This is an optimization exercise on Yosys and OpenROAD, whose aim is small area, not a production implementation.
Power is estimated from default activity; no workload was simulated.

==> flow/design.v <==
module HostInterface
  (
   input wire ifclk,
   input wire resetb,
   input wire fx2_hics_b,
   input [2:0] fx2_flags,
   output reg fx2_sloe_b,
   output reg fx2_slrd_b,
   output reg fx2_slwr_b,
   output fx2_slcs_b,
   output reg fx2_pktend_b,
   output [1:0] fx2_fifo_addr,
   input [15:0] fx2_fd_in,
   output [15:0] fx2_fd_out,
   output fx2_fd_oe,
   output reg [15:0] di_term_addr,
   output [31:0] di_reg_addr,
   output [31:0] di_len,
   output di_read_mode,
   output reg        di_read_req,
   output reg        di_read,
   input wire        di_read_rdy,
   input      [15:0] di_reg_datao,
   output reg        di_write,
   input wire        di_write_rdy,
   output di_write_mode,
   output [15:0] di_reg_datai,
   input [15:0]      di_transfer_status
   );
   localparam [1:0] RCV_CMD = 2'd0, IDLE = 2'd1, PROCESS_CMD = 2'd2, SEND_ACK = 2'd3;
   reg        empty_b, full_b, cmd_start;
   reg [15:0] fd_in;           
   reg [15:0] fd_out;
   reg [1:0]  state;
   reg        is_rd, is_wr;    
   reg        mode;            
   reg        fa1;             
   reg [31:0] addr;            
   reg [30:0] len;             
   reg [30:0] rem;             
   reg [3:0]  cnt;             
   reg [15:0] checksum;        
   wire hide = (state == RCV_CMD);
   assign di_reg_addr   = hide ? 32'd0 : addr;
   assign di_len        = hide ? 32'd0 : {1'b0, len};
   assign fx2_slcs_b    = 1'b0;
   assign fx2_fifo_addr = {fa1, hide & fa1};
   assign fx2_fd_out    = fd_out;
   assign fx2_fd_oe     = fx2_sloe_b;
   assign di_reg_datai  = fd_in;
   assign di_read_mode  = mode & is_rd;
   assign di_write_mode = mode & is_wr;
   wire read_ok  = !fx2_slrd_b && empty_b;
   wire [31:0] addr_inc;
   wire [32:0] addr_c;
   wire [30:0] rem_dec;
   wire [31:0] rem_b;
   wire [15:0] csum;
   wire [16:0] csum_c;
   assign addr_c[0] = 1'b1;
   assign rem_b[0]  = 1'b1;
   assign csum_c[0] = 1'b0;
   genvar gi;
   generate
      for (gi = 0; gi < 32; gi = gi + 1) begin : g_inc
         assign addr_inc[gi]  = addr[gi] ^ addr_c[gi];
         assign addr_c[gi+1]  = addr[gi] & addr_c[gi];
      end
      for (gi = 0; gi < 31; gi = gi + 1) begin : g_dec
         assign rem_dec[gi]  = rem[gi] ^ rem_b[gi];
         assign rem_b[gi+1]  = ~rem[gi] & rem_b[gi];
      end
      for (gi = 0; gi < 16; gi = gi + 1) begin : g_add
         assign csum[gi]     = checksum[gi] ^ fd_out[gi] ^ csum_c[gi];
         assign csum_c[gi+1] = (checksum[gi] & fd_out[gi]) | (csum_c[gi] & (checksum[gi] ^ fd_out[gi]));
      end
   endgenerate
   wire rem_zero = (rem == 31'd0);
   wire rem_one  = (rem == 31'd1);
   reg        n_sloe_b, n_slrd_b, n_slwr_b, n_pktend_b, n_fa1;
   reg [1:0]  n_state;
   reg        n_mode, n_read_req, n_read, n_write;
   reg [15:0] n_fd_out, n_checksum, n_term;
   reg [31:0] n_addr;
   reg [30:0] n_len, n_rem;
   reg [3:0]  n_cnt;
   reg        n_is_rd, n_is_wr;
   always @* begin
      n_sloe_b   = fx2_sloe_b;
      n_slrd_b   = fx2_slrd_b;
      n_slwr_b   = fx2_slwr_b;
      n_pktend_b = fx2_pktend_b;
      n_fa1      = fa1;
      n_state    = state;
      n_mode     = (state == PROCESS_CMD) || (state == SEND_ACK);
      n_read_req = di_read_req;
      n_read     = di_read;
      n_write    = di_write;
      n_fd_out   = fd_out;
      n_checksum = checksum;
      n_term     = di_term_addr;
      n_addr     = addr;
      n_len      = len;
      n_rem      = rem;
      n_cnt      = cnt;
      n_is_rd    = is_rd;
      n_is_wr    = is_wr;
      if (cmd_start) begin
         n_state    = RCV_CMD;
         n_cnt      = 0;
         n_sloe_b   = 0;
         n_slrd_b   = !(empty_b && fx2_slrd_b);
         n_slwr_b   = 1;
         n_pktend_b = 1;
         n_fa1      = 0;
         n_checksum = 0;
         n_mode     = 0;
         n_write    = 0;
         n_read     = 0;
         n_read_req = 0;
         n_fd_out   = 0;
         n_term     = 0;
      end else begin
         case (state)
           IDLE: begin
              n_sloe_b   = 0;
              n_slrd_b   = 1;
              n_slwr_b   = 1;
              n_pktend_b = 1;
              n_fa1      = 0;
           end
           RCV_CMD: begin
              n_slrd_b = !(fx2_slrd_b && empty_b);
              if (read_ok) begin
                 case (cnt[2:0])
                   3'd0: begin
                      n_is_rd = (fd_in == 16'hC301);
                      n_is_wr = (fd_in == 16'hC302);
                   end
                   3'd1: n_term = fd_in;
                   3'd2: n_addr[15:0] = fd_in;
                   3'd3: n_addr[31:16] = fd_in;
                   3'd4: begin
                      n_len[14:0] = fd_in[15:1];
                      n_rem[14:0] = fd_in[15:1];
                   end
                   3'd5: begin
                      n_len[30:15] = fd_in;
                      n_rem[30:15] = fd_in;
                   end
                   default: ;
                 endcase
                 n_cnt = cnt + 1;
              end else if (cnt[3]) begin
                 n_state = PROCESS_CMD;
                 n_cnt   = 0;
              end
           end
           SEND_ACK: begin
              n_fa1 = 1;
              if (cnt[2] | cnt[1])
                n_checksum = di_transfer_status;
              if (!fx2_sloe_b) begin
                 n_sloe_b = 1;
                 n_fd_out = 0;
              end else if (fx2_slwr_b) begin
                 if (full_b) begin
                    n_slwr_b = 0;
                    n_cnt    = cnt + 1;
                    case (cnt[1:0])
                      2'd0: n_fd_out = 16'hA50F;
                      2'd3: n_fd_out = di_reg_datao;
                      default: n_fd_out = checksum;
                    endcase
                 end
              end else begin
                 n_slwr_b = 1;
                 if (cnt[2]) begin
                    n_state    = IDLE;
                    n_pktend_b = 0;
                 end
              end
           end
           PROCESS_CMD: begin
              if ((is_rd && !fx2_slwr_b) || (is_wr && di_write))
                n_checksum = csum;
              if (is_rd) begin
                 n_sloe_b = 1;
                 n_fa1    = 1;
                 n_slwr_b = !di_read;
                 if (di_read)
                   n_fd_out = di_reg_datao;
                 if (!mode) begin
                    n_read_req = 1;
                 end else if (rem_zero) begin
                    n_read     = 0;
                    n_read_req = 0;
                    if (!fx2_slwr_b && full_b) begin
                       if (|len[7:0])
                         n_pktend_b = 0;
                       else
                         n_state = SEND_ACK;
                    end else if (!fx2_pktend_b) begin
                       n_pktend_b = 1;
                       n_state    = SEND_ACK;
                    end
                 end else begin
                    if (full_b && di_read_rdy && !di_read) begin
                       n_read     = 1;
                       n_rem      = rem_dec;
                       n_addr     = addr_inc;
                       n_read_req = !rem_one;
                    end else begin
                       n_read_req = 0;
                       n_read     = 0;
                    end
                 end
              end else if (is_wr) begin
                 if (!mode) begin
                    n_fa1    = 0;
                    n_sloe_b = 0;
                 end else if (rem_zero) begin
                    n_slrd_b = 1;
                    n_write  = 0;
                    if (di_write_rdy) begin
                       n_cnt   = 0;
                       n_state = SEND_ACK;
                    end
                 end else begin
                    n_fa1 = 0;
                    if (cnt[1]) begin
                       if (empty_b && di_write_rdy) begin
                          n_slrd_b   = 0;
                          n_cnt[1:0] = 0;
                       end
                    end else begin
                       n_slrd_b   = 1;
                       n_cnt[1:0] = cnt[1:0] + 1;
                    end
                    if (read_ok) begin
                       n_write    = 1;
                       n_fd_out   = fd_in;
                       n_rem      = rem_dec;
                       n_cnt[2]   = 1;
                       if (cnt[2])
                         n_addr = addr_inc;
                    end else begin
                       n_write = 0;
                    end
                 end
              end else begin
                 n_state = IDLE;
              end
           end
         endcase
      end
   end
   always @(posedge ifclk or negedge resetb) begin
      if (!resetb) begin
         empty_b      <= 0;
         cmd_start    <= 1;
         state        <= RCV_CMD;
         fx2_sloe_b   <= 0;
         fx2_slrd_b   <= 1;
         fx2_slwr_b   <= 1;
         fx2_pktend_b <= 1;
         fa1          <= 1;
         mode         <= 0;
         di_read_req  <= 0;
         di_read      <= 0;
         di_write     <= 0;
         di_term_addr <= 0;
      end else begin
         empty_b      <= fx2_flags[0];
         cmd_start    <= fx2_hics_b;
         state        <= n_state;
         fx2_sloe_b   <= n_sloe_b;
         fx2_slrd_b   <= n_slrd_b;
         fx2_slwr_b   <= n_slwr_b;
         fx2_pktend_b <= n_pktend_b;
         fa1          <= n_fa1;
         mode         <= n_mode;
         di_read_req  <= n_read_req;
         di_read      <= n_read;
         di_write     <= n_write;
         di_term_addr <= n_term;
      end
   end
   always @(posedge ifclk) begin
      full_b   <= fx2_flags[1];
      if (!n_slrd_b)
        fd_in  <= fx2_fd_in;
      fd_out   <= n_fd_out;
      checksum <= n_checksum;
      addr     <= n_addr;
      len      <= n_len;
      rem      <= n_rem;
      cnt      <= n_cnt;
      is_rd    <= n_is_rd;
      is_wr    <= n_is_wr;
   end
endmodule
clock: 10.0 ns
lec_check: 0
cap_margin: 20
core_margin: 2
core_utilization: 40
cts_buf_list: sky130_fd_sc_hd__clkbuf_4 sky130_fd_sc_hd__clkbuf_8
slew_margin: 20
standard.sh (not shown) runs the stock make flow with config.mk's settings and CLKGATE_MAP_FILE= SYNTH_SCRIPT=/design/flow/synth_recipe.tcl, a recipe that flattens the netlist after the stock synthesis.
==> flow/flow/run.sh <==
#!/bin/bash
# Standard synthesis, then the standard layout with: the smallest buffer on
# each port, synthesis buffers removed and every logic cell downsized at
# floorplan (repair_design restores drive where it is needed).
set -euo pipefail
bash standard.sh synth > synth.log 2>&1
export BUFFER_PORTS_ARGS="-buffer_cell sky130_fd_sc_hd__buf_1"
export REMOVE_ABC_BUFFERS=1
export POST_FLOORPLAN_TCL="$PWD/flow/downsize.tcl"
export CTS_ARGS="-sink_clustering_enable -repair_clock_nets -dont_use_dummy_load -buf_list sky130_fd_sc_hd__clkbuf_8 -sink_clustering_size 30 -sink_clustering_max_diameter 120"
bash standard.sh finish > layout.log 2>&1
==> flow/flow/downsize.tcl <==
# Swap every logic cell to the smallest cell of its family (same function and
# pins, lower drive); repair_design later upsizes or buffers where slew or
# capacitance need it.
set db [ord::get_db]
set block [ord::get_db_block]
set smallest [dict create]
foreach lib [$db getLibs] {
  foreach m [$lib getMasters] {
    set n [$m getName]
    if { ![regexp {^(sky130_fd_sc_hd__[a-z0-9]+)_([0-9]+)$} $n -> fam drv] } { continue }
    if { [lsearch -exact $::env(DONT_USE_CELLS) $n] >= 0 } { continue }
    set a [expr {[$m getWidth] * [$m getHeight]}]
    if { ![dict exists $smallest $fam] || $a < [lindex [dict get $smallest $fam] 1] } {
      dict set smallest $fam [list $m $a]
    }
  }
}
set swapped 0
foreach inst [$block getInsts] {
  set m [$inst getMaster]
  set n [$m getName]
  if { ![regexp {^(sky130_fd_sc_hd__[a-z0-9]+)_([0-9]+)$} $n -> fam drv] } { continue }
  if { [regexp {tap|fill|decap|conb|clkbuf|clkinv|dly} $fam] } { continue }
  if { ![dict exists $smallest $fam] } { continue }
  set best [lindex [dict get $smallest $fam] 0]
  if { [$best getName] ne $n } {
    if { [$inst swapMaster $best] } { incr swapped }
  }
}
puts "downsize: swapped $swapped instances"
==> next run, changes <==
--- a/flow/design.v
+++ b/flow/design.v
@@ -32,21 +32,21 @@
    reg [15:0] fd_in;           
    reg [15:0] fd_out;
    reg [1:0]  state;
    reg        is_rd, is_wr;    
    reg        mode;            
-   reg        fa1;             
+   reg        fa1, fa0;        
    reg [31:0] addr;            
    reg [30:0] len;             
    reg [30:0] rem;             
    reg [3:0]  cnt;             
    reg [15:0] checksum;        
    wire hide = (state == RCV_CMD);
    assign di_reg_addr   = hide ? 32'd0 : addr;
    assign di_len        = hide ? 32'd0 : {1'b0, len};
    assign fx2_slcs_b    = 1'b0;
-   assign fx2_fifo_addr = {fa1, hide & fa1};
+   assign fx2_fifo_addr = {fa1, fa0};
    assign fx2_fd_out    = fd_out;
    assign fx2_fd_oe     = fx2_sloe_b;
    assign di_reg_datai  = fd_in;
    assign di_read_mode  = mode & is_rd;
    assign di_write_mode = mode & is_wr;
@@ -55,10 +55,11 @@
    wire [32:0] addr_c;
    wire [30:0] rem_dec;
    wire [31:0] rem_b;
    wire [15:0] csum;
    wire [16:0] csum_c;
+   reg  [15:0] sum_in;
    assign addr_c[0] = 1'b1;
    assign rem_b[0]  = 1'b1;
    assign csum_c[0] = 1'b0;
    genvar gi;
    generate
@@ -69,12 +70,12 @@
       for (gi = 0; gi < 31; gi = gi + 1) begin : g_dec
          assign rem_dec[gi]  = rem[gi] ^ rem_b[gi];
          assign rem_b[gi+1]  = ~rem[gi] & rem_b[gi];
       end
       for (gi = 0; gi < 16; gi = gi + 1) begin : g_add
-         assign csum[gi]     = checksum[gi] ^ fd_out[gi] ^ csum_c[gi];
-         assign csum_c[gi+1] = (checksum[gi] & fd_out[gi]) | (csum_c[gi] & (checksum[gi] ^ fd_out[gi]));
+         assign csum[gi]     = checksum[gi] ^ sum_in[gi] ^ csum_c[gi];
+         assign csum_c[gi+1] = (checksum[gi] & sum_in[gi]) | (csum_c[gi] & (checksum[gi] ^ sum_in[gi]));
       end
    endgenerate
    wire rem_zero = (rem == 31'd0);
    wire rem_one  = (rem == 31'd1);
    reg        n_sloe_b, n_slrd_b, n_slwr_b, n_pktend_b, n_fa1;
@@ -103,10 +104,11 @@
       n_len      = len;
       n_rem      = rem;
       n_cnt      = cnt;
       n_is_rd    = is_rd;
       n_is_wr    = is_wr;
+      sum_in     = is_rd ? di_reg_datao : fd_in;
       if (cmd_start) begin
          n_state    = RCV_CMD;
          n_cnt      = 0;
          n_sloe_b   = 0;
          n_slrd_b   = !(empty_b && fx2_slrd_b);
@@ -126,10 +128,12 @@
               n_sloe_b   = 0;
               n_slrd_b   = 1;
               n_slwr_b   = 1;
               n_pktend_b = 1;
               n_fa1      = 0;
+              n_cnt      = 0;
+              n_checksum = 0;
            end
            RCV_CMD: begin
               n_slrd_b = !(fx2_slrd_b && empty_b);
               if (read_ok) begin
                  case (cnt[2:0])
@@ -160,11 +164,10 @@
               n_fa1 = 1;
               if (cnt[2] | cnt[1])
                 n_checksum = di_transfer_status;
               if (!fx2_sloe_b) begin
                  n_sloe_b = 1;
-                 n_fd_out = 0;
               end else if (fx2_slwr_b) begin
                  if (full_b) begin
                     n_slwr_b = 0;
                     n_cnt    = cnt + 1;
                     case (cnt[1:0])
@@ -180,18 +183,18 @@
                     n_pktend_b = 0;
                  end
               end
            end
            PROCESS_CMD: begin
-              if ((is_rd && !fx2_slwr_b) || (is_wr && di_write))
-                n_checksum = csum;
               if (is_rd) begin
                  n_sloe_b = 1;
                  n_fa1    = 1;
                  n_slwr_b = !di_read;
-                 if (di_read)
-                   n_fd_out = di_reg_datao;
+                 if (di_read) begin
+                    n_fd_out   = di_reg_datao;
+                    n_checksum = csum;
+                 end
                  if (!mode) begin
                     n_read_req = 1;
                  end else if (rem_zero) begin
                     n_read     = 0;
                     n_read_req = 0;
@@ -237,11 +240,11 @@
                        n_slrd_b   = 1;
                        n_cnt[1:0] = cnt[1:0] + 1;
                     end
                     if (read_ok) begin
                        n_write    = 1;
-                       n_fd_out   = fd_in;
+                       n_checksum = csum;
                        n_rem      = rem_dec;
                        n_cnt[2]   = 1;
                        if (cnt[2])
                          n_addr = addr_inc;
                     end else begin
@@ -263,10 +266,11 @@
          fx2_sloe_b   <= 0;
          fx2_slrd_b   <= 1;
          fx2_slwr_b   <= 1;
          fx2_pktend_b <= 1;
          fa1          <= 1;
+         fa0          <= 1;
          mode         <= 0;
          di_read_req  <= 0;
          di_read      <= 0;
          di_write     <= 0;
          di_term_addr <= 0;
@@ -277,10 +281,11 @@
          fx2_sloe_b   <= n_sloe_b;
          fx2_slrd_b   <= n_slrd_b;
          fx2_slwr_b   <= n_slwr_b;
          fx2_pktend_b <= n_pktend_b;
          fa1          <= n_fa1;
+         fa0          <= 0;
          mode         <= n_mode;
          di_read_req  <= n_read_req;
          di_read      <= n_read;
          di_write     <= n_write;
          di_term_addr <= n_term;
Result: Hold slack is worse by 0.017 ns; final area goes up by about 2.3%; clock skew goes down by 0.0074 ns; synthesized cell count goes up by 2.0%; area after synthesis goes up by 2.2%; combinational power goes down by about 23%; final cell count goes up by 1.7%; die area goes up by 2.2%; flip-flop and latch count goes up by 1; power goes down by 15%; sequential share of layout area goes down by 0.79 points; critical path depth goes down by 10.
No functional check of the RTL was part of any run of this note.

## re-timing with driven ports
No port has a modelled driver above. Below, the same layouts with a new extraction and two added sets of constraints.
Step 1, drivers: a clkbuf_16 drives ifclk and a buf_2 each remaining input, both assumed.
Step 2 also shifts input and output timing later by t, the mid clock arrival at the registers, as if the neighbouring blocks saw the same clock.
a / b / c = ideal ports / drivers / drivers and shift; a / b = the first two.
| run | t (ns) | setup WS [ns] | worst slew at a driven data input, ns | cell pins on the clock port's net |
|---|---|---|---|---|
| the first run | 0.489 | 3.446 / 3.446 / 3.446 | 0.05 | 1 |
| the second run | 0.489 | 1.974 / 1.960 / 1.471 | 0.06 | 1 |
After both steps setup and hold are still met in every run listed. For the second run, which loses most, drivers alone change the setup slack by -0.014 ns; drivers and shift together by -0.503 ns.
